Background: an optimization exercise with open tools, aiming at small area. Do not read the settings as production practice. In this exercise RTL edits were held to simulation tests only and were not proved equivalent to the original. Power is estimated from default activity; no workload was simulated. The clock port is modelled as an ideal driver; clocking choices that lean on that would not hold on a real chip.

==> design.v <==
module INTEL_8254(
    input clk,
    input rst,
    input CS,
    output [3:0] WIDTH,   
    output WSTB,          
    output reg OUT0,
    input wire GATE0
    );
    reg GATE0S;           
    reg flag;             
    reg [3:0] elem;       
    reg [3:0] counter;    
    wire toggle = GATE0 ^ GATE0S;
    always @(posedge clk, negedge rst)
        if (~rst) begin
            GATE0S <= 1;
            flag <= 0;
            elem <= 0;
            OUT0 <= 0;
        end
        else if (CS) begin
            GATE0S <= GATE0;
            if (toggle) begin
                flag <= 1;
                OUT0 <= flag && (elem != 4'd0);  
                elem <= (elem == 4'd9) ? 4'd0 : elem + 4'd1;
            end
            else
                OUT0 <= 0;
        end
        else
            OUT0 <= 0;  
    always @(posedge clk)
        if (CS)
            counter <= toggle ? 4'd1 : counter + 4'd1;
    assign WIDTH = counter;
    assign WSTB = CS && toggle;
endmodule
module INTEL_8237(
input clk,
input rst,
output [8:0] Address,
output [3:0] NextLow,   
output reg EOP,
output reg Wrapped,
output MEMW,
input  DREQ,
input  CS
);
reg [8:0] address;
assign MEMW = DREQ && CS;   
assign NextLow = address[3:0] + {3'b000, MEMW};
always @ (posedge clk or negedge rst)  
    begin
      if(!rst)
        begin
          address <= 0;
          EOP <= 0;
          Wrapped <= 0;
        end
      else if (MEMW)
        begin
          address <= address + 1;  
          EOP <= (address == 98) ? 1:0;  
          if (&address) Wrapped <= 1;
        end
    end
assign Address = address;  
endmodule
module RAM(
input clk,
input rst,
input MEMW,             
input [8:0] waddr,
input stage,            
input [3:0] slot,
input [3:0] wdata,
input [8:0] raddr,
output [3:0] rdata      
);
reg [8:0] phase;        
reg [8:0] head;         
reg [2047:0] ring;
reg [63:0] pb;          
wire [8:0] d = head + ~phase;                  
wire [4:0] m = waddr[4:0] - head[4:0];         
wire drain = (m != 5'd0) && (d[3:0] == 4'd0);  
wire [3:0] hdata;
wire [31:0] insel = {31'd0, drain} << d[8:4];    
always @(posedge clk or negedge rst)
  if (!rst) begin
    phase <= 0;
    head <= 0;
  end else begin
    phase <= phase + 9'd1;
    if (drain) head <= head + 9'd1;
  end
genvar g, b;
generate
  for (g = 0; g < 16; g = g + 1) begin : pbw
    always @(posedge clk)
      if (stage && slot == g) pb[4*g +: 4] <= wdata;
  end
  for (g = 0; g < 512; g = g + 1) begin : rw
    if (g % 16 == 0) begin : ins
      wire [3:0] nx;
      for (b = 0; b < 4; b = b + 1) begin : ib
        ins_mux u (.s(insel[g/16]), .sn(~insel[g/16]), .h(hdata[b]), .r(ring[4*((g+1)%512)+b]), .y(nx[b]));
      end
      always @(posedge clk)
        ring[4*g +: 4] <= nx;
    end else begin : sh
      always @(posedge clk)
        ring[4*g +: 4] <= ring[4*((g+1)%512) +: 4];
    end
  end
endgenerate
wire [8:0] q = raddr + ~phase;
wire [3:0] qoff = q[3:0] - d[3:0];
wire pend = (q[8:4] == d[8:4]) && (q[3:0] >= d[3:0]) && ({1'b0, qoff} < m);
wire [7:0] lsel = 8'd1 << q[2:0];
wire [7:0] mseln = ~(8'd1 << q[5:3]);
wire [7:0] hseln = ~({7'd0, ~pend} << q[8:6]);
wire [7:0] psel = 8'd1 << raddr[2:0];
wire [1:0] pseln = ~({1'b0, pend} << raddr[3]);
wire [7:0] hsel = 8'd1 << head[2:0];
wire [1:0] hseln2 = ~(2'd1 << head[3]);
genvar k, j;
generate
  for (b = 0; b < 4; b = b + 1) begin : rb
    wire [7:0] grp;
    for (j = 0; j < 8; j = j + 1) begin : gj
      wire [7:0] blk;
      for (k = 0; k < 8; k = k + 1) begin : bk
        wire [7:0] dd;
        for (g = 0; g < 8; g = g + 1) begin : bd
          assign dd[g] = ring[4*((64*j+8*k+g+1)%512)+b];
        end
        rd_blk u (.d(dd), .s(lsel), .gn(mseln[k]), .y(blk[k]));
      end
      rd_grp u (.y(blk), .gn(hseln[j]), .g(grp[j]));
    end
    wire [1:0] pblk;
    for (k = 0; k < 2; k = k + 1) begin : pk
      wire [7:0] dd;
      for (g = 0; g < 8; g = g + 1) begin : pd
        assign dd[g] = pb[4*(8*k+g)+b];
      end
      rd_blk u (.d(dd), .s(psel), .gn(pseln[k]), .y(pblk[k]));
    end
    assign rdata[b] = |{grp, pblk};
    wire [1:0] hblk;
    for (k = 0; k < 2; k = k + 1) begin : hk
      wire [7:0] dd;
      for (g = 0; g < 8; g = g + 1) begin : hd
        assign dd[g] = pb[4*(8*k+g)+b];
      end
      rd_blk u (.d(dd), .s(hsel), .gn(hseln2[k]), .y(hblk[k]));
    end
    assign hdata[b] = |hblk;
  end
endgenerate
endmodule
module ins_mux(input s, input sn, input h, input r, output y);
assign y = (s & h) | (sn & r);
endmodule
module rd_blk(
input [7:0] d,
input [7:0] s,
input gn,
output y
);
wire n0, n1;
ao222n g0 (.a(d[2:0]), .s(s[2:0]), .y(n0));
ao222n g1 (.a(d[5:3]), .s(s[5:3]), .y(n1));
rd_tail g2 (.n0(n0), .n1(n1), .a(d[7:6]), .s(s[7:6]), .gn(gn), .y(y));
endmodule
module ao222n(input [2:0] a, input [2:0] s, output y);
assign y = ~((a[0] & s[0]) | (a[1] & s[1]) | (a[2] & s[2]));
endmodule
module rd_tail(input n0, input n1, input [1:0] a, input [1:0] s, input gn, output y);
assign y = ~((n0 & n1 & ~((a[0] & s[0]) | (a[1] & s[1]))) | gn);
endmodule
module rd_grp(input [7:0] y, input gn, output g);
assign g = ~((~|y[3:0] & ~|y[7:4]) | gn);
endmodule
module barcode39(
input clk,
input rst_n,
input scan_en,
input scan_bit,
input mem_rd,
input [8:0] rd_addr,
output [7:0] rd_data,
output eop
);
wire wDREQ, wMEMW, wWrapped, wWSTB;
wire [3:0] wWIDTH, wNextLow;
wire [8:0] dma_address;
wire [3:0] mem_data;
INTEL_8254 Timer(
.clk(clk),
.rst(rst_n),
.CS(scan_en),
.WIDTH(wWIDTH),
.WSTB(wWSTB),
.OUT0(wDREQ),
.GATE0(scan_bit));
INTEL_8237 DMA_Unit(
.clk(clk),
.rst(rst_n),
.Address(dma_address),
.NextLow(wNextLow),
.EOP(eop),
.Wrapped(wWrapped),
.MEMW(wMEMW),
.DREQ(wDREQ),
.CS(!mem_rd));
RAM Buffer(
.clk(clk),
.rst(rst_n),
.MEMW(wMEMW),
.waddr(dma_address),
.stage(wWSTB),
.slot(wNextLow),
.wdata(wWIDTH),
.raddr(rd_addr),
.rdata(mem_data));
wire written = mem_rd && (wWrapped || (rd_addr < dma_address));
assign rd_data = {4'b0000, written ? mem_data : 4'b0000};
endmodule
==> run.sh <==
#!/bin/bash
# synth_recipe.tcl (not shown) runs the flow's synth.tcl, then flattens the netlist and writes it again
# the make line also repeats each setting of config.mk as NAME=value (left out here)
make -C /OpenROAD-flow-scripts/flow DESIGN_CONFIG=/design/flow/config.mk WORK_HOME=/design/flow/orfs CLKGATE_MAP_FILE= SYNTH_SCRIPT=/design/flow/synth_recipe.tcl finish
==> config.mk <==
export PLATFORM = sky130hd
export DESIGN_NAME = barcode39
export DESIGN_NICKNAME = barcode39
export VERILOG_FILES = /design/flow/design.v
export SDC_FILE = /design/flow/constraint.sdc
export NUM_CORES = 8
export LEC_CHECK = 0
export CAP_MARGIN = 30
export CORE_MARGIN = 2
export CORE_UTILIZATION = 60
export CTS_BUF_LIST = sky130_fd_sc_hd__clkbuf_16
export CTS_CLUSTER_DIAMETER = 120
export CTS_CLUSTER_SIZE = 30
export PLACE_DENSITY = 0.7
export SLEW_MARGIN = 30
export SYNTH_HIERARCHICAL = 1
==> constraint.sdc <==
create_clock -name core_clock -period 20.0 [get_ports {clk}]
set_input_delay 4.0000 -clock core_clock [delete_from_list [all_inputs] [get_ports {clk}]]
set_output_delay 4.0000 -clock core_clock [all_outputs]
set_load 0.01 [all_outputs]
==> results.txt, run 1 <==
DRT antenna net count = 0
final setup fails = 0
Worst Skew = 23.2 ps
RSZ-0062 raised after global routing = no
post-CTS setup buffers = 0
antenna violations before repair = 0
mean post-synth cell area = 14.6 µm²
Tightest Pin Transition = 1050 ps
cells resized by post-CTS repair = 0
Post-synth EDFFs = 68
Setup TNS = 0 ps
Top delay family on crit path = compound AO/OA/AOI/OAI gates
buffer and inverter count on the worst path = 4
Syn Inst Count = 3990
Final nets = 4197
GP Congestion = 0.876
Seq cells post-synth = 2152
Hold Crit Class = flip-flop to flip-flop
largest net degree at the start of global routing = 133
max cap viols = 0
Worst setup SP type = primary input
CTS tree = yes
Leakage = 21.5 nW
fillers = 6960
met3 GRT Util = 0.0512
placed wire-length estimate = 83800 µm
status = complete, no violations
detailed-route via count = 36587
area leader, netlist = dfxtp_1
CTS HTree Levels = 3
Slew Viols, Final = 0
Most used DFF post-synth = dfxtp_1
Syn-to-layout area delta = 7.83%
Setup CP Type = primary input to primary output
Routed WL per cell = 27.0 µm
final setup margin = 4970 ps
Worst-path clk slew = 110 ps
Hold Buf Count CTS = 0
Synth Cell Area = 58300 µm²
clk sinks = 2152
DRC viols = 0
final period demand of the worst path = 15030 ps
most used cell along the critical path = ha_1
IO Pins = 23
Iteration-0 DRC Markers = 5216
Clk Latency, worst-skew pair = 700 ps
met1 Use GR = 0.406
first-pass GRT wire length = 222000 µm
Placed Instances = 5327
overall routed net length = 147000 µm
Setup crit end kind = primary output
DIE HEIGHT = 316 µm
Worst path max stage delay = 900 ps
crit share post-route = 0.752
Die ar. = 99700 µm²
async set-reset flop share out of synthesis = 0.0167
share of layout cells above drive strength 1 = 0.0495
post-placement setup slack = 4860 ps
most frequent cells in the layout = 2048 x dfxtp_1, 544 x a222oi_1, 272 x a22oi_1, 272 x a31oi_1, 129 x a22o_1
grt met2 use = 0.456
Via density = 6.75
total power = 7.07 mW
CTS Buffer Depth = 3
PD cells = 112 nW/µm²
WHS Path Cells = 0
commonest non-fill, non-tap cell in the layout = dfxtp_1
crit-path cells = clkdlybuf4s50_1 > ha_1 > inv_1 > fa_1 > inv_1 > ha_1 > a221o_1 > o21ai_0 > xnor2_1 > ha_1 > o211ai_1 > a21oi_1 > a211o_1 > a2bb2oi_1 > nand4_4 > o311ai_1 > a21oi_1 > nor4_2 > nand3_1 > a21boi_2 > clkdlybuf4s50_1
critical path depth = 21
vias in the first global route = 36273
core footprint = 96600 µm²
Slew headroom = 0.299
maximum clock frequency = 66.5 MHz
layer with the highest usage = met2
num rows = 114
TritonCTS Buffers = 81
Crit Path Max Fanout = 11
Root Buffer = clkbuf_16
synth warn = 9
gr usage total = 0.289
PortBufs = 18
Starting Density = 0.604
CP max-delay cell = o311ai_1
Die X = 316 µm
synth top area cells = dfxtp_1 70%, a222oi_1 9.3%, a22oi_1 3.5%
WP data arrival = 11030 ps
non-filler cells, final = 5423
Max VDD drop = 85.9 µV
Pre-antenna DRT Iters = 13
Distinct cells, synth = 82
register area share after synthesis = 0.753
top-area cell type share of the netlist area = 0.703
Worst R2R Path Depth = 9
total gr overflow = 0
final hold viol count = 0
Worst Path Required = 16000 ps
-- synthesized netlist by cell type (4+ instances only) --
master and number:
dfxtp_1 2048, a222oi_1 544, a22oi_1 272, a31oi_1 272
a22o_1 129, nor2_1 81, nor4_1 74, nand2_1 72
edfxtp_1 68, a21oi_1 49, ha_1 45, inv_1 39
dfrtp_1 35, xnor2_1 34, xor2_1 19, nor3_1 18
nand3_1 17, nor2b_1 10, nand4_1 9, and3_1 8
o311ai_1 8, o21ai_0 7, and2_1 6, nand2b_1 6
nand3b_1 6, or3_1 6, a21o_1 5, buf_4 5
clkbuf_1 5, nor3_2 5, fa_1 4, nand4b_1 4
o22ai_1 4, or2_2 4, or3_4 4
-- routing by layer --
metal | vias up | wire, µm
met5 | - | 0
met4 | 0 | 5110
met3 | 266 | 11900
met2 | 1554 | 65800
met1 | 18312 | 63700
li1 | 16455 | -
-- per-stage QoR --
| stage | utilization | cell area, µm² | hold slack, ps |
|---|---|---|---|
| CTS | 0.651 | 62900 | 339 |
| global placement | 0.628 | 60700 | 331 |
| detailed placement | 0.629 | 60700 | 335 |
| finish | 0.651 | 62900 | 339 |
| global route | 0.651 | 62900 | 348 |
| floorplan | - | 58400 | 330 |
-- layout make-up --
type	count	area (µm²)	share of cell area
Sequential cell	2152	43900	0.699
Multi-Input combinational cell	1787	14300	0.228
Clock buffer	84	2100	0.0334
Tap cell	1276	1600	0.0254
Timing Repair Buffer	72	711	0.0113
Inverter	40	150	0.00239
Clock inverter	10	60.1	0.000955
Antenna cell	2	5.00	0.0000796
-- final timing paths --
kind / startpoint / end / slack [ps]
max reg2reg: Buffer.phase[3]$_DFF_PN0_ / Buffer.ring[643]$_DFF_P_ / 15760
min reg2reg: Buffer.ring[980]$_DFF_P_ / Buffer.ring[976]$_DFF_P_ / 340
max: rd_addr[0] / rd_data[3] / 4970
max in group asynchronous: rst_n / Timer.GATE0S$_DFFE_PN1P_ / 15910
min in group asynchronous: rst_n / DMA_Unit.address[1]$_DFFE_PN0N_ / 3730
min: Buffer.ring[980]$_DFF_P_ / Buffer.ring[976]$_DFF_P_ / 340
-- cell families after synthesis --
logic type | count (synthesis) | share of synthesized area
flops | 2152 | 0.753
xor+xnor | 58 | 0.00959
other cells | 1 | 0.0000643
buf+inv | 54 | 0.00397
simple gates | 346 | 0.0318
mux | 5 | 0.00101
compound gates | 1325 | 0.189
fa+ha+maj | 49 | 0.0110
-- modules after synthesis, one instance, submodules excluded, a selection --
module,times used,flops+latches
ins_mux,128,0
INTEL_8237,1,11
rd_grp,32,0
INTEL_8254,1,11
rd_tail,272,0
barcode39,1,0
ao222n,544,0
RAM,1,2130
-- state kept, by name, summed over array words and instances (netlist names) --
register,flops
Buffer.pb,64
Timer.OUT0,1
DMA_Unit.EOP,1
DMA_Unit.address,9
Buffer.ring,2048
Timer.flag,1
Buffer.head,9
DMA_Unit.Wrapped,1
Buffer.phase,9
Timer.GATE0S,1
Timer.counter,4
Timer.elem,4
-- where the power goes --
group	switching [mW]	internal [mW]	total, mW
logic	0.503	0.171	0.673
clock network	1.22	0.764	1.99
registers	0.0509	4.36	4.41
==> run 2: changes to the inputs <==
--- a/config.mk
+++ b/config.mk
@@ -11,4 +11,4 @@
 export CTS_BUF_LIST = sky130_fd_sc_hd__clkbuf_16
-export CTS_CLUSTER_DIAMETER = 120
-export CTS_CLUSTER_SIZE = 30
+export CTS_CLUSTER_DIAMETER = 100
+export CTS_CLUSTER_SIZE = 28
 export PLACE_DENSITY = 0.7
==> run 2 against run 1 <==
Still clean on timing, DRC and antenna. Combinational power about the same. Die area unchanged. Worst hold slack lost 6.2 ps. Critical path depth is the same. Clock power grew 5%.
==> results.txt, run 2 <==
Distinct cells, synth = 82 (unchanged)
core footprint = 96600 µm² (unchanged)
Biggest register = Buffer.ring
Worst Path Required = 16000 ps (about the same)
CP max-delay cell = o311ai_1
CTS Buffer Depth = 3 (unchanged)
gr usage total = 0.290 (+0.000612)
Hold Crit Class = flip-flop to flip-flop
Starting Density = 0.604 (unchanged)
synth top area cells = dfxtp_1 70%, a222oi_1 9.3%, a22oi_1 3.5%
Post-synth EDFFs = 68 (unchanged)
DRT antenna net count = 0 (unchanged)
Max VDD drop = 85.0 µV (-1.1%)
synth warn = 9 (unchanged)
maximum clock frequency = 66.4 MHz (-0.21%)
total power = 7.17 mW (+1.4%)
num rows = 114 (unchanged)
mean post-synth cell area = 14.6 µm² (unchanged)
Leakage = 21.6 nW (+0.57%)
clk sinks = 2152 (unchanged)
CTS tree = yes
final setup margin = 4940 ps (-32.0 ps)
Setup CP Type = primary input to primary output
crit-path cells = clkdlybuf4s50_1 > ha_1 > inv_1 > fa_1 > inv_1 > ha_1 > a221o_1 > o21ai_0 > xnor2_1 > ha_1 > o211ai_1 > a21oi_1 > a211o_1 > a2bb2oi_1 > nand4_4 > o311ai_1 > a21oi_1 > nor4_2 > nand3_1 > a21boi_2 > clkdlybuf4s50_1
Setup crit end kind = primary output
Syn-to-layout area delta = 8.28%
post-placement setup slack = 4860 ps (unchanged)
WP data arrival = 11060 ps (+30 ps)
Routed WL per cell = 27.0 µm (about the same)
most frequent cell after synthesis = dfxtp_1
Post-synth top cells = 2048 x dfxtp_1, 544 x a222oi_1, 272 x a22oi_1, 272 x a31oi_1, 129 x a22o_1
largest net degree at the start of global routing = 133 (unchanged)
met3 GRT Util = 0.0527 (+0.00151)
Final nets = 4204 (+0.17%)
DRC viols = 0 (unchanged)
top-area cell type share of the netlist area = 0.703 (unchanged)
Setup TNS = 0 ps (unchanged)
Die ar. = 99700 µm² (unchanged)
total gr overflow = 0 (unchanged)
most used cell along the critical path = ha_1
Worst setup SP type = primary input
Seq cells post-synth = 2152 (unchanged)
core occupancy in the finished layout = 0.654 (+0.00272)
RSZ-0062 raised after global routing = no
PortBufs = 18 (unchanged)
post-CTS setup buffers = 0 (unchanged)
max reg flops = 2048 (unchanged)
Syn Inst Count = 3990 (unchanged)
Most used DFF post-synth = dfxtp_1
Slew Viols, Final = 0 (unchanged)
TritonCTS Buffers = 88 (+8.6%)
placed wire-length estimate = 83800 µm (unchanged)
Crit Path Max Fanout = 11 (unchanged)
Finished Cell Area = 63200 µm² (+0.42%)
Via density = 6.76 (+0.19%)
GP Congestion = 0.876 (unchanged)
area leader, netlist = dfxtp_1
async set-reset flop share out of synthesis = 0.0167 (unchanged)
crit share post-route = 0.753 (+0.00160)
detailed-route via count = 36732 (+0.40%)
Post-DP Area = 60700 µm² (unchanged)
vias in the first global route = 36350 (+0.21%)
commonest non-fill, non-tap cell in the layout = dfxtp_1
Clk Latency, worst-skew pair = 720 ps (+20 ps)
CTS HTree Levels = 3 (unchanged)
final period demand of the worst path = 15060 ps (+32.0 ps)
Slew headroom = 0.322 (+0.0232)
fillers = 6943 (-0.24%)
register area share after synthesis = 0.753 (unchanged)
grt met2 use = 0.452 (-0.00389)
met1 Use GR = 0.406 (about the same)
status = complete, no violations
final hold viol count = 0 (unchanged)
antenna violations before repair = 0 (unchanged)
Tightest Pin Transition = 1010 ps (-33.0 ps)
Die X = 316 µm (unchanged)
Synth Cell Area = 58300 µm² (unchanged)
max cap viols = 0 (unchanged)
Worst Skew = 33.8 ps (+10.6 ps)
layer with the highest usage = met2
DIE HEIGHT = 316 µm (unchanged)
Hold Buf Count CTS = 0 (unchanged)
cells resized by post-CTS repair = 0 (unchanged)
final hold slack = 333 ps (-6.15 ps)
final setup fails = 0 (unchanged)
Pre-antenna DRT Iters = 10 (-3)
share of layout cells above drive strength 1 = 0.0522 (+0.00274)
first-pass GRT wire length = 222000 µm (about the same)
PD cells = 114 nW/µm² (+0.99%)
Root Buffer = clkbuf_16
Iteration-0 DRC Markers = 5503 (+5.5%)
Worst-path clk slew = 110 ps (about the same)
Worst path max stage delay = 890 ps (about the same)
overall routed net length = 147000 µm (+0.28%)
most frequent cells in the layout = 2048 x dfxtp_1, 544 x a222oi_1, 272 x a22oi_1, 272 x a31oi_1, 129 x a22o_1
non-filler cells, final = 5434 (+0.20%)
Placed Instances = 5327 (unchanged)
IO Pins = 23 (unchanged)
largest registers = Buffer.ring (2048), Buffer.pb (64)
[run 2: critical path: cells and delay by family]
family | cells | cell delay, ps
AOI/OAI and AO/OA | 9 | 2510
adders and majority gates | 4 | 1540
xor gates and xnor gates | 1 | 150
buffers and inverters | 4 | 1420
and+or+nand+nor | 3 | 1430
[run 2: routing by layer]
layer / vias to the layer above / routed length, µm / part of all wire
li1: 16464 / - / -
met1: 18407 / 63200 / 0.43
met2: 1596 / 65600 / 0.45
met3: 265 / 12500 / 0.085
met4: 0 / 5640 / 0.038
met5: - / 0 / 0
[run 2: path summary, 6_finish.rpt]
kind / from / end / slack [ps] / cells after the start
worst max register to register: Buffer.phase[3]$_DFF_PN0_ / Buffer.ring[643]$_DFF_P_ / 15760 / 9
worst min-delay path: Buffer.ring[1174]$_DFF_P_ / Buffer.ring[1170]$_DFF_P_ / 330 / 0
max in group asynchronous: rst_n / Timer.GATE0S$_DFFE_PN1P_ / 15910 / 2
worst min register to register: Buffer.ring[1174]$_DFF_P_ / Buffer.ring[1170]$_DFF_P_ / 330 / 0
min in group asynchronous: rst_n / Buffer.phase[8]$_DFF_PN0_ / 3720 / 2
worst max-delay path: rd_addr[0] / rd_data[3] / 4940 / 21
[run 2: cells by family after synthesis]
kind of cell,after synthesis,share of synthesized area
compound gates,1325,0.189
xor+xnor,58,0.00959
fa+ha+maj,49,0.0110
buf+inv,54,0.00397
flops,2152,0.753
mux,5,0.00101
other cells,1,0.0000643
simple gates,346,0.0318
[run 2: cell type report]
type | instances | area, µm² | area share
flip-flops and latches | 2152 | 43900 | 0.696
clock inverters | 16 | 175 | 0.00277
inverters | 40 | 150 | 0.00238
repair buffers | 72 | 711 | 0.0113
diodes | 1 | 2.50 | 0.0000396
clock buffers | 90 | 2250 | 0.0357
multi-input cells | 1787 | 14300 | 0.227
well taps | 1276 | 1600 | 0.0253
[run 2: power breakdown]
group | internal [mW] | total (mW) | switching, mW
Clock | 0.827 | 2.09 | 1.26
Sequential | 4.36 | 4.41 | 0.0509
Combinational | 0.171 | 0.672 | 0.502
Total | 5.36 | 7.17 | 1.82
[run 2: modules after synthesis, one instance, submodules excluded, a selection]
module,flip-flops and latches,cells inside,area (µm²)
INTEL_8237,11,51,559
INTEL_8254,11,39,503
RAM,2130,2547,46100
ao222n,0,1,10.0
barcode39,0,41,300
ins_mux,0,1,8.76
rd_grp,0,3,17.5
rd_tail,0,2,13.8
==> run 3: changes to the inputs <==
--- a/design.v
+++ b/design.v
@@ -51,4 +51,7 @@
 reg [8:0] address;
+wire [8:0] address_inc;
+wire carry;
+inc9 ainc (.a(address), .e(MEMW), .y(address_inc), .co(carry));  
 assign MEMW = DREQ && CS;   
-assign NextLow = address[3:0] + {3'b000, MEMW};
+assign NextLow = address_inc[3:0];
 always @ (posedge clk or negedge rst)  
@@ -61,7 +64,8 @@
         end
-      else if (MEMW)
+      else
         begin
-          address <= address + 1;  
-          EOP <= (address == 98) ? 1:0;  
-          if (&address) Wrapped <= 1;
+          address <= address_inc;  
+          if (MEMW)
+            EOP <= (address == 98) ? 1:0;  
+          if (carry) Wrapped <= 1;
         end
@@ -85,3 +89,5 @@
 reg [63:0] pb;          
-wire [8:0] d = head + ~phase;                  
+wire [8:0] nphase = ~phase;
+wire [8:0] d;                                  
+add9 dadd (.a(head), .b(nphase), .y(d));
 wire [4:0] m = waddr[4:0] - head[4:0];         
@@ -90,2 +96,5 @@
 wire [31:0] insel = {31'd0, drain} << d[8:4];    
+wire [8:0] phase_inc, head_inc;
+inc9 pinc (.a(phase), .e(1'b1), .y(phase_inc), .co());
+inc9 hinc (.a(head), .e(drain), .y(head_inc), .co());
 always @(posedge clk or negedge rst)
@@ -95,4 +104,4 @@
   end else begin
-    phase <= phase + 9'd1;
-    if (drain) head <= head + 9'd1;
+    phase <= phase_inc;
+    head <= head_inc;
   end
@@ -118,3 +127,4 @@
 endgenerate
-wire [8:0] q = raddr + ~phase;
+wire [8:0] q;
+add9 qadd (.a(raddr), .b(nphase), .y(q));
 wire [3:0] qoff = q[3:0] - d[3:0];
@@ -186,2 +196,29 @@
 assign g = ~((~|y[3:0] & ~|y[7:4]) | gn);
+endmodule
+module add9(input [8:0] a, input [8:0] b, output [8:0] y);
+wire [8:0] c;
+ha1 h0 (.a(a[0]), .b(b[0]), .s(y[0]), .co(c[0]));
+genvar i;
+generate
+  for (i = 1; i < 9; i = i + 1) begin : f
+    fa1 u (.a(a[i]), .b(b[i]), .ci(c[i-1]), .s(y[i]), .co(c[i]));
+  end
+endgenerate
+endmodule
+module inc9(input [8:0] a, input e, output [8:0] y, output co);
+wire [9:0] c;
+assign c[0] = e;
+genvar i;
+generate
+  for (i = 0; i < 9; i = i + 1) begin : h
+    ha1 u (.a(a[i]), .b(c[i]), .s(y[i]), .co(c[i+1]));
+  end
+endgenerate
+assign co = c[9];
+endmodule
+module fa1(input a, input b, input ci, output s, output co);
+assign {co, s} = a + b + ci;
+endmodule
+module ha1(input a, input b, output s, output co);
+assign {co, s} = a + b;
 endmodule
@@ -229,4 +266,16 @@
 .rdata(mem_data));
-wire written = mem_rd && (wWrapped || (rd_addr < dma_address));
+wire below;
+lt9 cmp (.a(rd_addr), .b(dma_address), .y(below));
+wire written = mem_rd && (wWrapped || below);
 assign rd_data = {4'b0000, written ? mem_data : 4'b0000};
 endmodule
+module lt9(input [8:0] a, input [8:0] b, output y);
+reg r;
+integer i;
+always @* begin
+  r = 1'b0;
+  for (i = 0; i < 9; i = i + 1)
+    r = (~a[i] & b[i]) | (~(a[i] & ~b[i]) & r);
+end
+assign y = r;
+endmodule
--- a/config.mk
+++ b/config.mk
@@ -11,4 +11,4 @@
 export CTS_BUF_LIST = sky130_fd_sc_hd__clkbuf_16
-export CTS_CLUSTER_DIAMETER = 100
-export CTS_CLUSTER_SIZE = 28
+export CTS_CLUSTER_DIAMETER = 120
+export CTS_CLUSTER_SIZE = 30
 export PLACE_DENSITY = 0.7
==> run 3 against run 2 <==
Still clean. Critical path depth is 1 lower. Count of clock-buffer cells in the layout is 5 lower. Synthesized cell count is 3.5% lower. Maximum frequency is 4.7% lower. Non-clock buffer count is 1 higher. Largest power group unchanged.
==> results.txt, run 3 <==
status = complete, no violations
RSZ-0062 raised after global routing = no
non-filler cells, final = 5267 (-3.1%)
PD cells = 144 nW/µm² (+27%)
Post-Synth XOR/XNOR Area = 0.00258 (-0.00700)
Iteration-0 DRC Markers = 5304 (-3.6%)
area leader, netlist = dfxtp_1
Die X = 314 µm (-0.61%)
most frequent cell after synthesis = dfxtp_1
max cap viols = 0 (unchanged)
synth top area cells = dfxtp_1 71%, a222oi_1 9.5%, a22oi_1 3.6%
largest family of logic cells by synthesized area = compound AO/OA/AOI/OAI gates
Crit Path Max Fanout = 10 (-1)
Starting Density = 0.606 (+0.00232)
Hold Crit Class = flip-flop to flip-flop
Via density = 6.74 (-0.31%)
TritonCTS Buffers = 81 (-8.0%)
DIE HEIGHT = 314 µm (-0.61%)
Post-synth EDFFs = 68 (unchanged)
fillers = 6936 (-0.10%)
most frequent cells in the layout = 2048 x dfxtp_1, 544 x a222oi_1, 273 x a22oi_1, 272 x a31oi_1, 128 x a22o_1
CTS Buffer Depth = 3 (unchanged)
final period demand of the worst path = 15810 ps (+745 ps)
Routed WL per cell = 27.5 µm (+1.5%)
mux cell area share after synthesis = 0.000391 (-0.000617)
Setup crit end kind = primary output
commonest non-fill, non-tap cell in the layout = dfxtp_1
Setup TNS = 0 ps (unchanged)
Leakage = 21.3 nW (-1.4%)
Pre-antenna DRT Iters = 12 (+2)
CP max-delay cell = nor4_1
Post-synth top cells = 2048 x dfxtp_1, 544 x a222oi_1, 273 x a22oi_1
top-area cell type share of the netlist area = 0.712 (+0.00876)
detailed-route via count = 35494 (-3.4%)
Placed Instances = 5167 (-3.0%)
vias in the first global route = 35823 (-1.4%)
Max VDD drop = 172 µV (+100%)
crit-path cells = clkdlybuf4s50_1 > ha_1 > fa_1 > fa_1 > fa_1 > fa_1 > fa_1 > fa_1 > fa_1 > fa_1 > xnor2_1 > nand3_1 > nor3_1 > o211ai_2 > nand4b_1 > a21oi_1 > nor4_1 > nand3_1 > o211a_1 > clkdlybuf4s50_1
crit share post-route = 0.790 (+0.0372)
mean post-synth cell area = 15.0 µm² (+2.3%)
final hold viol count = 0 (unchanged)
Tightest Pin Transition = 1030 ps (+14.9 ps)
CTS tree = yes
Post-Synth Adder-Cell Area = 0.0155 (+0.00452)
placed wire-length estimate = 82600 µm (-1.4%)
Slew headroom = 0.307 (-0.0144)
synth warn = 10 (+1)
PortBufs = 18 (unchanged)
register area share after synthesis = 0.763 (+0.00939)
clk sinks = 2152 (unchanged)
GP Congestion = 0.844 (-3.6%)
Distinct cells, synth = 59 (-28%)
largest net degree at the start of global routing = 131 (-1.5%)
simple logic cell fraction of the synthesized area = 0.0283 (-0.00345)
Hold Buf Count CTS = 0 (unchanged)
Synth Cell Area = 57600 µm² (-1.2%)
IO Pins = 23 (unchanged)
Setup CP Type = primary input to primary output
DRT antenna net count = 0 (unchanged)
Slew Viols, Final = 0 (unchanged)
multi-input logic area = 13600 µm² (-5.1%)
Root Buffer = clkbuf_16
largest registers = Buffer.ring (2048), Buffer.pb (64)
antenna violations before repair = 2 (+2)
gr usage total = 0.289 (-0.000693)
max reg flops = 2048 (unchanged)
CTS HTree Levels = 3 (unchanged)
num rows = 113 (-0.88%)
Syn Inst Count = 3851 (-3.5%)
Worst setup SP type = primary input
final setup fails = 0 (unchanged)
most used cell along the critical path = fa_1
Most used DFF post-synth = dfxtp_1
overall routed net length = 145000 µm (-1.6%)
maximum clock frequency = 63.3 MHz (-4.7%)
Syn-to-layout area delta = 7.90%
DRC viols = 0 (unchanged)
post-CTS setup buffers = 0 (unchanged)
first-pass GRT wire length = 219000 µm (-1.0%)
Worst path max stage delay = 910 ps (+20 ps)
Compound-Gate Fraction of Synth Area = 0.186 (-0.00364)
Biggest register = Buffer.ring
Seq cells post-synth = 2152 (unchanged)
total gr overflow = 0 (unchanged)
Worst-path clk slew = 110 ps (about the same)
Final nets = 4059 (-3.4%)
cells resized by post-CTS repair = 0 (unchanged)
Worst Path Required = 16000 ps (about the same)
core footprint = 95000 µm² (-1.6%)
Worst Skew = 35.3 ps (+1.45 ps)
Die ar. = 98500 µm² (-1.2%)
Clk Latency, worst-skew pair = 700 ps (-20 ps)
share of layout cells above drive strength 1 = 0.0495 (-0.00270)
sequential cell area = 43900 µm² (unchanged)
async set-reset flop share out of synthesis = 0.0167 (unchanged)
WP data arrival = 11810 ps (+750 ps)
-- run 3: cell types whose count changed in the layout (fill, tap and decap cells not counted), moves of 6 or more --
cell,previous run,this run
nand2b_1,6,12
fa_1,4,18
o21ai_0,7,1
a21oi_1,49,39
nor3_1,14,41
xnor2_1,34,11
xor2_1,19,6
nand2_2,8,1
nor2_1,75,29
nand3_1,17,34
nand4_1,9,2
nand2_1,64,18
-- run 3: layer usage --
layer / track usage / wire [µm] / vias up / share of wire
met4: 0.103 / 5210 / 2 / 0.036
li1: - / - / 15938 / -
met3: 0.0458 / 10800 / 261 / 0.075
met1: 0.399 / 62200 / 17821 / 0.43
met2: 0.465 / 66400 / 1472 / 0.46
met5: 0 / 13 / - / 0.000090
-- run 3: final timing paths --
kind / cells past startpoint / endpoint / slack [ps] / from
worst min register to register: 0 / Buffer.ring[2020]$_DFF_P_ / 340 / Buffer.ring[2024]$_DFF_P_
worst max register to register: 13 / Buffer.ring[1282]$_DFF_P_ / 13730 / Buffer.head[0]$_DFF_PN0_
min in group asynchronous: 1 / Timer.OUT0$_DFF_PN0_ / 3390 / rst_n
max in group asynchronous: 1 / Buffer.head[7]$_DFF_PN0_ / 16080 / rst_n
worst max-delay path: 20 / rd_data[1] / 4190 / rd_addr[0]
worst min-delay path: 0 / Buffer.ring[2020]$_DFF_P_ / 340 / Buffer.ring[2024]$_DFF_P_
-- run 3: critical path: cells and delay by family --
| family | cells | cell delay, ps |
|---|---|---|
| AO/OA/AOI/OAI | 3 | 640 |
| XOR/XNOR | 1 | 180 |
| adder cells (fa/ha/maj) | 9 | 3940 |
| buffers and inverters | 2 | 1100 |
| AND/OR/NAND/NOR | 5 | 1930 |
-- run 3: Yosys stat by module (local to each module, per instance), excerpt --
module	times used	flip-flops and latches	area (µm²)	cells inside
RAM	1	2130	45000	2405
INTEL_8254	1	11	484	39
INTEL_8237	1	11	329	19
lt9	1	0	149	21
barcode39	1	0	77.6	10
fa1	16	0	20.0	1
rd_grp	32	0	17.5	3
rd_tail	272	0	13.8	2
ha1	29	0	12.5	1
ao222n	544	0	10.0	1
ins_mux	128	0	8.76	1
-- run 3: power by group --
part	switching, mW	leakage (nW)	internal, mW	total [mW]
Clock	1.22	1.11	0.772	1.99
Combinational	1.97	2.66	0.446	2.42
Sequential	0.0887	17.6	4.44	4.53
Total	3.28	21.3	5.66	8.94
-- run 3: area by class of cell --
cell class	instances	area share
antenna	2	0.0000805
clock inverter	12	0.000966
inverter	32	0.00193
tap	1265	0.0255
sequential	2152	0.707
timing repair buffer	73	0.0117
clock buffer	85	0.0342
multi-input combinational	1646	0.219
-- run 3: metrics by stage --
stage	hold WS, ps	worst slack [ps]	util	cell area, µm²	total power, mW
global route	349	3990	0.654	62200	9.17
global placement	331	4370	0.630	59900	6.95
CTS	344	4360	0.654	62100	8.89
floorplan	330	2520	-	57700	5.77
finish	335	4190	0.654	62200	8.94
detailed placement	335	4400	0.631	59900	6.97
-- run 3: kinds of logic after synthesis --
logic type	count (synthesis)
simple gates	284
flops	2152
xor+xnor	17
other cells	2
fa+ha+maj	61
compound gates	1277
buf+inv	56
mux	2
==> run 4: changes to the inputs <==
--- a/design.v
+++ b/design.v
@@ -87,3 +87,3 @@
 reg [8:0] head;         
-reg [2047:0] ring;
+wire [2047:0] ring;
 reg [63:0] pb;          
@@ -95,3 +95,4 @@
 wire [3:0] hdata;
-wire [31:0] insel = {31'd0, drain} << d[8:4];    
+wire [31:0] insel, inseln;                     
+dec32 idec (.en(drain), .a(d[8:4]), .y(insel), .yn(inseln));
 wire [8:0] phase_inc, head_inc;
@@ -107,2 +108,4 @@
   end
+wire [15:0] pbwe;
+dec16 wdec (.en(stage), .a(slot), .y(pbwe));
 genvar g, b;
@@ -111,3 +114,3 @@
     always @(posedge clk)
-      if (stage && slot == g) pb[4*g +: 4] <= wdata;
+      if (pbwe[g]) pb[4*g +: 4] <= wdata;
   end
@@ -115,11 +118,16 @@
     if (g % 16 == 0) begin : ins
-      wire [3:0] nx;
       for (b = 0; b < 4; b = b + 1) begin : ib
-        ins_mux u (.s(insel[g/16]), .sn(~insel[g/16]), .h(hdata[b]), .r(ring[4*((g+1)%512)+b]), .y(nx[b]));
+        wire nx;
+        ins_muxn u (.s(insel[g/16]), .sn(inseln[g/16]), .h(hdata[b] ^ ((g/16) % 2 == 1)),
+                    .r(ring[4*((g+1)%512)+b]), .y(nx));
+        reg w;
+        always @(posedge clk)
+          w <= nx;
+        assign ring[4*g+b] = w;
       end
-      always @(posedge clk)
-        ring[4*g +: 4] <= nx;
     end else begin : sh
+      reg [3:0] w;
       always @(posedge clk)
-        ring[4*g +: 4] <= ring[4*((g+1)%512) +: 4];
+        w <= ring[4*((g+1)%512) +: 4];
+      assign ring[4*g +: 4] = w;
     end
@@ -131,8 +139,11 @@
 wire pend = (q[8:4] == d[8:4]) && (q[3:0] >= d[3:0]) && ({1'b0, qoff} < m);
-wire [7:0] lsel = 8'd1 << q[2:0];
-wire [7:0] mseln = ~(8'd1 << q[5:3]);
-wire [7:0] hseln = ~({7'd0, ~pend} << q[8:6]);
-wire [7:0] psel = 8'd1 << raddr[2:0];
+wire [7:0] lsel, mseln, hseln, psel;
+dec8 ldec (.a(q[2:0]), .y(lsel));
+dec8n mdec (.en(1'b1), .a(q[5:3]), .yn(mseln));
+dec8n hdec (.en(~pend), .a(q[8:6]), .yn(hseln));
+dec8 pdec (.a(raddr[2:0]), .y(psel));
 wire [1:0] pseln = ~({1'b0, pend} << raddr[3]);
-wire [7:0] hsel = 8'd1 << head[2:0];
+wire rflip = q[4] & ~pend;   
+wire [7:0] hsel;
+dec8 hsdec (.a(head[2:0]), .y(hsel));
 wire [1:0] hseln2 = ~(2'd1 << head[3]);
@@ -161,3 +172,3 @@
     end
-    assign rdata[b] = |{grp, pblk};
+    assign rdata[b] = ((|grp) ^ rflip) | (|pblk);
     wire [1:0] hblk;
@@ -174,4 +185,4 @@
 endmodule
-module ins_mux(input s, input sn, input h, input r, output y);
-assign y = (s & h) | (sn & r);
+module ins_muxn(input s, input sn, input h, input r, output y);
+assign y = ~((s | r) & (sn | h));
 endmodule
@@ -224,2 +235,35 @@
 endmodule
+module dec8(input [2:0] a, output [7:0] y);
+assign y = 8'd1 << a;
+endmodule
+module dec8n(input en, input [2:0] a, output [7:0] yn);
+assign yn = ~({7'd0, en} << a);
+endmodule
+module dec16(input en, input [3:0] a, output [15:0] y);
+wire [3:0] lo_n = ~({3'd0, en} << a[1:0]);
+wire [3:0] hi_n = ~(4'd1 << a[3:2]);
+genvar i;
+generate
+  for (i = 0; i < 16; i = i + 1) begin : g
+    nor2m u (.a(lo_n[i%4]), .b(hi_n[i/4]), .y(y[i]));
+  end
+endgenerate
+endmodule
+module dec32(input en, input [4:0] a, output [31:0] y, output [31:0] yn);
+wire [3:0] lo_n = ~({3'd0, en} << a[1:0]);
+wire [7:0] hi_n = ~(8'd1 << a[4:2]);
+genvar i;
+generate
+  for (i = 0; i < 32; i = i + 1) begin : g
+    nor2m u (.a(lo_n[i%4]), .b(hi_n[i/4]), .y(y[i]));
+    invm v (.a(y[i]), .y(yn[i]));
+  end
+endgenerate
+endmodule
+module nor2m(input a, input b, output y);
+assign y = ~(a | b);
+endmodule
+module invm(input a, output y);
+assign y = ~a;
+endmodule
 module barcode39(
--- a/config.mk
+++ b/config.mk
@@ -9,7 +9,7 @@
 export CORE_MARGIN = 2
-export CORE_UTILIZATION = 60
+export CORE_UTILIZATION = 75
 export CTS_BUF_LIST = sky130_fd_sc_hd__clkbuf_16
-export CTS_CLUSTER_DIAMETER = 120
-export CTS_CLUSTER_SIZE = 30
-export PLACE_DENSITY = 0.7
+export CTS_CLUSTER_DIAMETER = 130
+export CTS_CLUSTER_SIZE = 31
+export PLACE_DENSITY = 0.85
 export SLEW_MARGIN = 30
==> run 4 against run 3 <==
Combinational power grew 91%. Sequential share of layout area up 0.64 points. Wire length rose by 2.4%. Utilization rose by 16 points. Via count rose by 3.9%. Die area is 20% lower. Design area fell by 0.89%. Flip-flop and latch count did not move. Worst hold slack improved by 1.4 ps. Critical path type unchanged. Critical endpoint is now rd_data[3]. Largest power group unchanged.
==> results.txt, run 4 <==
Syn-to-layout area delta = 7.48%
grt met2 use = 0.579 (+0.114)
r2r setup slk = 13550 ps (-180 ps)
placed wire-length estimate = 84400 µm (+2.1%)
met1 Use GR = 0.504 (+0.105)
Post-Synth Adder-Cell Area = 0.0156 (+0.0000787)
most frequent cell after synthesis = dfxtp_1
Starting Density = 0.756 (+0.150)
mux cell area share after synthesis = 0.000393 (+0.00000198)
FF-to-FF End = Buffer.rw[160].ins.ib[2].w$_DFF_P_
synth warn = 10 (unchanged)
Setup crit end kind = primary output
Setup TNS = 0 ps (unchanged)
register area share after synthesis = 0.767 (+0.00386)
Slew headroom = 0.294 (-0.0135)
worst reg2reg startpoint = Buffer.head[0]$_DFF_PN0_
core occupancy in the finished layout = 0.813 (+0.158)
Hold Crit Class = flip-flop to flip-flop
RSZ-0062 raised after global routing = no
Worst R2R Path Depth = 13 (unchanged)
Root Buffer = clkbuf_16
largest net degree at the start of global routing = 148 (+13%)
Distinct cells, synth = 59 (unchanged)
most frequent cells in the layout = 2048 x dfxtp_1, 544 x a222oi_1, 273 x a31oi_1, 273 x a22oi_1, 129 x o22ai_1
Clk Latency, worst-skew pair = 680 ps (-20 ps)
Most used DFF post-synth = dfxtp_1
gr usage total = 0.373 (+0.0834)
Final nets = 4088 (+0.71%)
WP data arrival = 12730 ps (+920 ps)
share of layout cells above drive strength 1 = 0.0529 (+0.00339)
overall routed net length = 148000 µm (+2.4%)
TritonCTS Buffers = 79 (-2.5%)
CTS Buffer Depth = 3 (unchanged)
Hold Buf Count CTS = 0 (unchanged)
Die ar. = 78700 µm² (-20%)
Routed WL per cell = 29.6 µm (+7.7%)
status = complete, no violations
top-area cell type share of the netlist area = 0.715 (+0.00360)
GP Congestion = 0.904 (+7.1%)
Worst Skew = 27.9 ps (-7.37 ps)
Placed Instances = 4912 (-4.9%)
cells resized by post-CTS repair = 0 (unchanged)
async set-reset flop share out of synthesis = 0.0167 (unchanged)
final setup fails = 0 (unchanged)
max reg flops = 1920 (-6.3%)
Antenna Cells = 0 (-2)
Post-Synth XOR/XNOR Area = 0.00275 (+0.000166)
fillers = 3978 (-43%)
CP endpoint = rd_data[3]
Syn Inst Count = 3848 (-0.078%)
crit share post-route = 0.837 (+0.0463)
commonest non-fill, non-tap cell in the layout = dfxtp_1
antenna violations before repair = 5 (+3)
PortBufs = 18 (unchanged)
crit path from = rd_addr[0]
Synth Cell Area = 57300 µm² (-0.50%)
max cap viols = 0 (unchanged)
Worst setup SP type = primary input
final period demand of the worst path = 16730 ps (+926 ps)
num rows = 101 (-11%)
Post-synth top cells = 2048 x dfxtp_1, 544 x a222oi_1, 273 x a22oi_1, 273 x a31oi_1, 129 x o22ai_1
non-filler cells, final = 5005 (-5.0%)
final hold slack = 337 ps (+1.40 ps)
vias in the first global route = 37020 (+3.3%)
DIE HEIGHT = 280 µm (-11%)
Iteration-0 DRC Markers = 5996 (+13%)
clk sinks = 2152 (unchanged)
DRC viols = 0 (unchanged)
simple logic cell fraction of the synthesized area = 0.0259 (-0.00243)
Worst-path clk slew = 110 ps (about the same)
largest family of logic cells by synthesized area = compound AO/OA/AOI/OAI gates
Worst Path Required = 16000 ps (about the same)
maximum clock frequency = 59.8 MHz (-5.5%)
area leader, netlist = dfxtp_1
post-placement setup slack = 3560 ps (-837 ps)
Post-synth EDFFs = 68 (unchanged)
Slew Viols, Final = 0 (unchanged)
met3 GRT Util = 0.0918 (+0.0461)
total gr overflow = 0 (unchanged)
CTS HTree Levels = 3 (unchanged)
Pre-antenna DRT Iters = 14 (+2)
CTS tree = yes
core footprint = 75800 µm² (-20%)
Setup CP Type = primary input to primary output
PD cells = 183 nW/µm² (+27%)
largest registers = Buffer.rw.sh.w (1920), Buffer.rw.ins.ib.w (128), Buffer.pb (64)
mean post-synth cell area = 14.9 µm² (-0.43%)
layer with the highest usage = met2
Compound-Gate Fraction of Synth Area = 0.183 (-0.00231)
detailed-route via count = 36864 (+3.9%)
post-CTS setup buffers = 0 (unchanged)
WHS Path Cells = 0 (unchanged)
final hold viol count = 0 (unchanged)
Via density = 7.37 (+9.3%)
first-pass GRT wire length = 225000 µm (+2.4%)
Seq cells post-synth = 2152 (unchanged)
Crit Path Max Fanout = 10 (unchanged)
synth top area cells = dfxtp_1 72%, a222oi_1 9.5%, a22oi_1 3.6%
Leakage = 23.3 nW (+9.1%)
final setup margin = 3270 ps (-926 ps)
Die X = 280 µm (-11%)
Biggest register = Buffer.rw.sh.w
Max VDD drop = 185 µV (+7.8%)
IO Pins = 23 (unchanged)
DRT antenna net count = 0 (unchanged)
Tightest Pin Transition = 1050 ps (+20.1 ps)
==> run 4: cell types whose count changed in the layout (fill, tap and decap cells not counted), sizes merged, moves of 9 or more <==
cell / previous run / this run
nand3: 36 / 9
o22ai: 1 / 129
nor2: 30 / 64
nor3: 47 / 16
inv: 44 / 82
or3: 10 / 1
nor4: 74 / 64
a22o: 128 / 0
nand2: 19 / 8
==> run 4: area by class of cell <==
class / instances / area [µm²] / area share
sequential: 2152 / 43900 / 0.713
inverter: 72 / 270 / 0.00439
clock buffer: 82 / 2050 / 0.0333
multi-input combinational: 1630 / 13300 / 0.216
clock inverter: 11 / 80.1 / 0.00130
tap: 978 / 1220 / 0.0199
timing repair buffer: 80 / 748 / 0.0121
==> run 4: critical path: stages <==
cell and delay, ps:
clkdlybuf4s50_1 610, ha_1 330, fa_1 390, fa_1 440
fa_1 410, fa_1 400, fa_1 430, fa_1 400
fa_1 390, fa_1 690, xor2_1 110, nor3_1 220
nand3_1 310, a211oi_1 500, inv_1 250, nand4bb_1 270
a21oi_1 70, or4_1 600, o211ai_2 230, inv_2 50
a221o_1 340, nor3_1 490, o211a_1 250, clkdlybuf4s50_1 540
==> run 4: Yosys stat by module, one instance, submodules excluded, a selection <==
module / cells / times used / cell area [µm²] / flip-flops and latches
barcode39: 10 / 1 / 77.6 / 0
rd_tail: 2 / 272 / 13.8 / 0
ao222n: 1 / 544 / 10.0 / 0
dec32: 12 / 1 / 88.8 / 0
invm: 1 / 32 / 3.75 / 0
INTEL_8237: 19 / 1 / 329 / 11
lt9: 21 / 1 / 149 / 0
==> run 4: through the flow <==
stage                     total power [mW]  area (µm²)
after floorplan                       7.71       57400
after global routing                  11.6       61600
after global placement                9.04       59400
final                                 11.3       61600
after CTS                             11.1       61600
after detailed placement              9.15       59500
==> run 4: cell families after synthesis <==
| logic type | count (synthesis) |
|---|---|
| xor gates and xnor gates | 18 |
| other | 2 |
| muxes | 2 |
| adders and majority gates | 61 |
| AOI/OAI and AO/OA | 1292 |
| buffers and inverters | 77 |
| and+or+nand+nor | 244 |
| DFF | 2152 |
==> run 4: worst min-delay path by stage <==
| stage | start | endpoint | slack [ps] |
|---|---|---|---|
| after global routing | Buffer.rw[247].sh.w[2]$_DFF_P_ | Buffer.rw[246].sh.w[2]$_DFF_P_ | 340 |
| after floorplan | Buffer.rw[105].sh.w[0]$_DFF_P_ | Buffer.rw[104].sh.w[0]$_DFF_P_ | 330 |
| after CTS | Buffer.rw[247].sh.w[2]$_DFF_P_ | Buffer.rw[246].sh.w[2]$_DFF_P_ | 340 |
| after detailed placement | Buffer.rw[52].sh.w[1]$_DFF_P_ | Buffer.rw[51].sh.w[1]$_DFF_P_ | 340 |
| after global placement | Buffer.rw[156].sh.w[1]$_DFF_P_ | Buffer.rw[155].sh.w[1]$_DFF_P_ | 330 |
| final | Buffer.rw[247].sh.w[2]$_DFF_P_ | Buffer.rw[246].sh.w[2]$_DFF_P_ | 340 |
==> run 4: per-layer routing <==
layer	share of wire	vias to the layer above
met4	0.042	8
met3	0.12	396
met2	0.46	2325
met5	0.00036	-
li1	-	15953
met1	0.38	18182
==> run 4: report_power, final <==
part | leakage (nW) | internal, mW | switching [mW] | total [mW]
sequential | 17.7 | 4.52 | 0.132 | 4.65
clock | 1.07 | 0.750 | 1.22 | 1.97
combinational | 4.50 | 1.64 | 3.00 | 4.63
total | 23.3 | 6.91 | 4.35 | 11.3
==> run 5: changes to the inputs <==
==> flow/run.sh (new file) <==
#!/bin/bash
# Own layout flow: the standard flow (standard.sh: the standard synthesis
# and ORFS steps, unchanged), with two settings passed to the ORFS scripts:
#  - the port buffers are the smallest buffer, sky130_fd_sc_hd__buf_1;
#  - clock tree synthesis inserts no dummy loads and clusters up to 33
#    flip-flops within 70 um per clkbuf_16 leaf buffer.
# The whole output of the make run is kept in standard.log in this folder;
# ORFS keeps each step's own log under orfs/logs/.
set -euo pipefail
export BUFFER_PORTS_ARGS="-buffer_cell sky130_fd_sc_hd__buf_1"
export CTS_ARGS="-sink_clustering_enable -repair_clock_nets -sink_clustering_size 33 -sink_clustering_max_diameter 70 -buf_list sky130_fd_sc_hd__clkbuf_16 -dont_use_dummy_load"
bash standard.sh > standard.log 2>&1
==> standard.sh (new file) <==
#!/bin/bash
# synth_recipe.tcl (not shown) runs the flow's synth.tcl, then flattens the netlist and writes it again
# the make line also repeats each setting of config.mk as NAME=value (left out here)
make -C /OpenROAD-flow-scripts/flow DESIGN_CONFIG=/design/flow/config.mk WORK_HOME=/design/flow/orfs CLKGATE_MAP_FILE= SYNTH_SCRIPT=/design/flow/synth_recipe.tcl "${@:-finish}"
removed: run.sh
==> run 5 against run 4 <==
Non-clock buffer count decreased by 5. Count of clock-buffer cells in the layout decreased by 6. Global-route usage decreased by 0.071 points. Utilization decreased by 0.46 points. Die area unchanged. Worst hold slack got worse by 76 ps. Critical endpoint is now rd_data[1].
==> results.txt, run 5 <==
Hold Buf Count CTS = 0 (unchanged)
final hold slack = 260 ps (-76.3 ps)
Routed WL per cell = 29.7 µm (+0.30%)
Post-synth EDFFs = 68 (unchanged)
Die X = 280 µm (unchanged)
antenna violations before repair = 10 (+5)
Syn-to-layout area delta = 6.86%
Slew Viols, Final = 0 (unchanged)
Worst path max stage delay = 690 ps (about the same)
PortBufs = 18 (unchanged)
commonest non-fill, non-tap cell in the layout = dfxtp_1
Setup CP Type = primary input to primary output
detailed-route via count = 37107 (+0.66%)
share of layout cells above drive strength 1 = 0.0497 (-0.00321)
async set-reset flop share out of synthesis = 0.0167 (unchanged)
area leader, netlist = dfxtp_1
most frequent cells in the layout = 2048 x dfxtp_1, 544 x a222oi_1, 273 x a31oi_1, 273 x a22oi_1, 129 x o22ai_1
total power = 11.1 mW (-0.98%)
Max VDD drop = 248 µV (+34%)
synth warn = 10 (unchanged)
Worst setup SP type = primary input
overall routed net length = 148000 µm (about the same)
Pre-antenna DRT Iters = 14 (unchanged)
Hold Crit Class = flip-flop to flip-flop
Biggest register = Buffer.rw.sh.w
Seq cells post-synth = 2152 (unchanged)
gr usage total = 0.372 (-0.000706)
Top delay family on crit path = adder cells
largest net degree at the start of global routing = 152 (+2.7%)
Worst-path clk slew = 110 ps (about the same)
clk sinks = 2152 (unchanged)
Setup crit end kind = primary output
Distinct cells, synth = 59 (unchanged)
first-pass GRT wire length = 224000 µm (-0.27%)
Tightest Pin Transition = 1090 ps (+40.8 ps)
most frequent cell after synthesis = dfxtp_1
crit share post-route = 0.796 (-0.0408)
Syn Inst Count = 3848 (unchanged)
WP data arrival = 11920 ps (-810 ps)
CTS tree = yes
final hold viol count = 0 (unchanged)
RSZ-0062 raised after global routing = no
Clk Latency, worst-skew pair = 690 ps (about the same)
Iteration-0 DRC Markers = 6614 (+10%)
post-placement setup slack = 4380 ps (+824 ps)
post-CTS setup buffers = 0 (unchanged)
placed wire-length estimate = 85600 µm (+1.4%)
PD cells = 182 nW/µm² (-0.41%)
DRT antenna net count = 0 (unchanged)
core footprint = 75800 µm² (unchanged)
max reg flops = 1920 (unchanged)
Via density = 7.44 (+0.96%)
maximum clock frequency = 62.8 MHz (+5.1%)
Worst Skew = 91.5 ps (+63.6 ps)
total gr overflow = 0 (unchanged)
cells resized by post-CTS repair = 0 (unchanged)
Root Buffer = clkbuf_16
register area share after synthesis = 0.767 (unchanged)
Crit Path Max Fanout = 10 (unchanged)
num rows = 101 (unchanged)
final setup margin = 4080 ps (+816 ps)
Worst Path Required = 16000 ps (about the same)
status = complete, no violations
Starting Density = 0.756 (unchanged)
vias in the first global route = 37049 (+0.078%)
DRC viols = 0 (unchanged)
synth top area cells = dfxtp_1 72%, a222oi_1 9.5%, a22oi_1 3.6%
buffer and inverter count on the worst path = 4 (unchanged)
Die ar. = 78700 µm² (unchanged)
crit-path cells = buf_1 > ha_1 > fa_1 > fa_1 > fa_1 > fa_1 > fa_1 > fa_1 > fa_1 > fa_1 > xor2_1 > nor3_1 > nand3_1 > a211oi_1 > inv_1 > nand4bb_1 > a21oi_1 > or4_1 > o211ai_2 > inv_2 > a221o_1 > nor3_1 > o211a_1 > buf_1
Leakage = 23.1 nW (-0.88%)
Most used DFF post-synth = dfxtp_1
Final nets = 4080 (-0.20%)
final setup fails = 0 (unchanged)
Post-synth top cells = 2048 x dfxtp_1, 544 x a222oi_1, 273 x a22oi_1, 273 x a31oi_1, 129 x o22ai_1
Synth Cell Area = 57300 µm² (unchanged)
top-area cell type share of the netlist area = 0.715 (unchanged)
largest registers = Buffer.rw.sh.w (1920), Buffer.rw.ins.ib.w (128), Buffer.pb (64)
DIE HEIGHT = 280 µm (unchanged)
CP max-delay cell = fa_1
IO Pins = 23 (unchanged)
TritonCTS Buffers = 76 (-3.8%)
most used cell along the critical path = fa_1
Setup TNS = 0 ps (unchanged)
CTS Buffer Depth = 3 (unchanged)
CTS HTree Levels = 3 (unchanged)
GP Congestion = 0.903 (-0.13%)
Slew headroom = 0.267 (-0.0268)
mean post-synth cell area = 14.9 µm² (unchanged)
final period demand of the worst path = 15920 ps (-816 ps)
max cap viols = 0 (unchanged)
-- run 5: Yosys stat by module (local to each module, per instance), excerpt --
module	times used	area, µm²	flip-flops and latches	cells
fa1	16	20.0	0	1
INTEL_8237	1	329	11	19
dec32	1	88.8	0	12
rd_tail	272	13.8	0	2
invm	32	3.75	0	1
nor2m	48	3.75	0	1
barcode39	1	77.6	0	10
RAM	1	44300	2130	2262
lt9	1	149	0	21
ha1	29	12.5	0	1
rd_grp	32	17.5	0	3
dec8n	2	76.3	0	8
ins_muxn	128	6.26	0	1
-- run 5: final cells by class --
cell class	count	area, µm²
sequential	2152	43900
inverter	72	270
multi-input combinational	1630	13300
antenna	7	17.5
tap	978	1220
clock buffer	76	1900
fill	4021	14600
timing repair buffer	75	604
-- run 5: report_power, final --
group / internal [mW] / switching (mW)
Combinational: 1.63 / 2.99
Clock: 0.692 / 1.19
Sequential: 4.52 / 0.134
-- run 5: cells by family after synthesis --
group | Yosys count | synth area share
muxes | 2 | 0.000393
xor gates and xnor gates | 18 | 0.00275
other | 2 | 0.000131
AOI/OAI and AO/OA | 1292 | 0.183
DFF | 2152 | 0.767
and+or+nand+nor | 244 | 0.0259
buffers and inverters | 77 | 0.00533
adders and majority gates | 61 | 0.0156
-- run 5: layer usage --
layer / up-vias / GRT usage / part of all wire
li1: 15955 / - / -
met1: 18349 / 0.505 / 0.38
met2: 2405 / 0.578 / 0.45
met3: 392 / 0.0798 / 0.12
met4: 6 / 0.171 / 0.046
met5: - / 0 / 0.00026
-- run 5: final timing paths --
kind                       slack (ps)                            endpoint  cells after the start                     startpoint
setup / recovery                 4080                          rd_data[1]                     24                     rd_addr[0]
min in group asynchronous        3450            DMA_Unit.EOP$_DFFE_PN0P_                      1                          rst_n
hold reg to reg                   260       Buffer.rw[60].sh.w[0]$_DFF_P_                      0  Buffer.rw[61].sh.w[0]$_DFF_P_
setup reg to reg                13680  Buffer.rw[448].ins.ib[0].w$_DFF_P_                     13       Buffer.head[0]$_DFF_PN0_
hold / removal                    260       Buffer.rw[60].sh.w[0]$_DFF_P_                      0  Buffer.rw[61].sh.w[0]$_DFF_P_
max in group asynchronous       16000            Buffer.head[7]$_DFF_PN0_                      1                          rst_n
-- run 5: worst reg2reg max path: cells and delay by family (launching register included) --
kind / cells / cell delay (ps)
DFF: 1 / 540
AOI/OAI and AO/OA: 1 / 480
buffers and inverters: 1 / 170
and+or+nand+nor: 2 / 760
adders and majority gates: 9 / 4270
-- run 5: stage by stage --
step | utilization | cells | instance area, µm²
3_3_place_gp | 0.782 | 4906 | 59300
2_1_floorplan | - | 3859 | 57400
4_1_cts | 0.807 | 4983 | 61200
3_5_place_dp | 0.782 | 4907 | 59300
6_report | 0.808 | 4990 | 61300
5_1_grt | 0.808 | 4983 | 61200

[static timing again, ports no longer ideal]
The flow's constraints put no driver on any port. The routed layouts listed below were extracted and timed again, unchanged, in two steps.
Step 1, drivers: a clkbuf_16 drives clk and a buf_2 each remaining input, both assumed.
Step 2 moves the port delays by t, midway between the first and last clock arrival at a register: inputs arrive t later, outputs are due t later. That takes back most of the time a late clock gives input paths.
Slacks: ideal ports / drivers / drivers and shift; pairs: ideal ports / drivers.
run | t, ns | setup WS [ns] | worst setup path after step 2 | slew at the worst register clock pin (ns) | worst data-port slew with drivers (ns)
run 1 | 0.761 | 4.970 / 4.947 / 4.947 | input to output | 0.12 / 0.12 | 0.07
run 2 | 0.769 | 4.938 / 4.915 / 4.915 | input to output | 0.11 / 0.11 | 0.07
run 3 | 0.756 | 4.193 / 4.157 / 4.157 | input to output | 0.12 / 0.12 | 0.07
run 4 | 0.737 | 3.267 / 3.235 / 3.235 | input to output | 0.12 / 0.12 | 0.04
run 5 | 0.718 | 4.083 / 4.050 / 4.050 | input to output | 0.12 / 0.12 | 0.04
After both steps setup and hold are still met in every run listed. The setup slack of run 3, which loses most, moves by -0.036 ns with the drivers and by -0.036 ns with both steps.
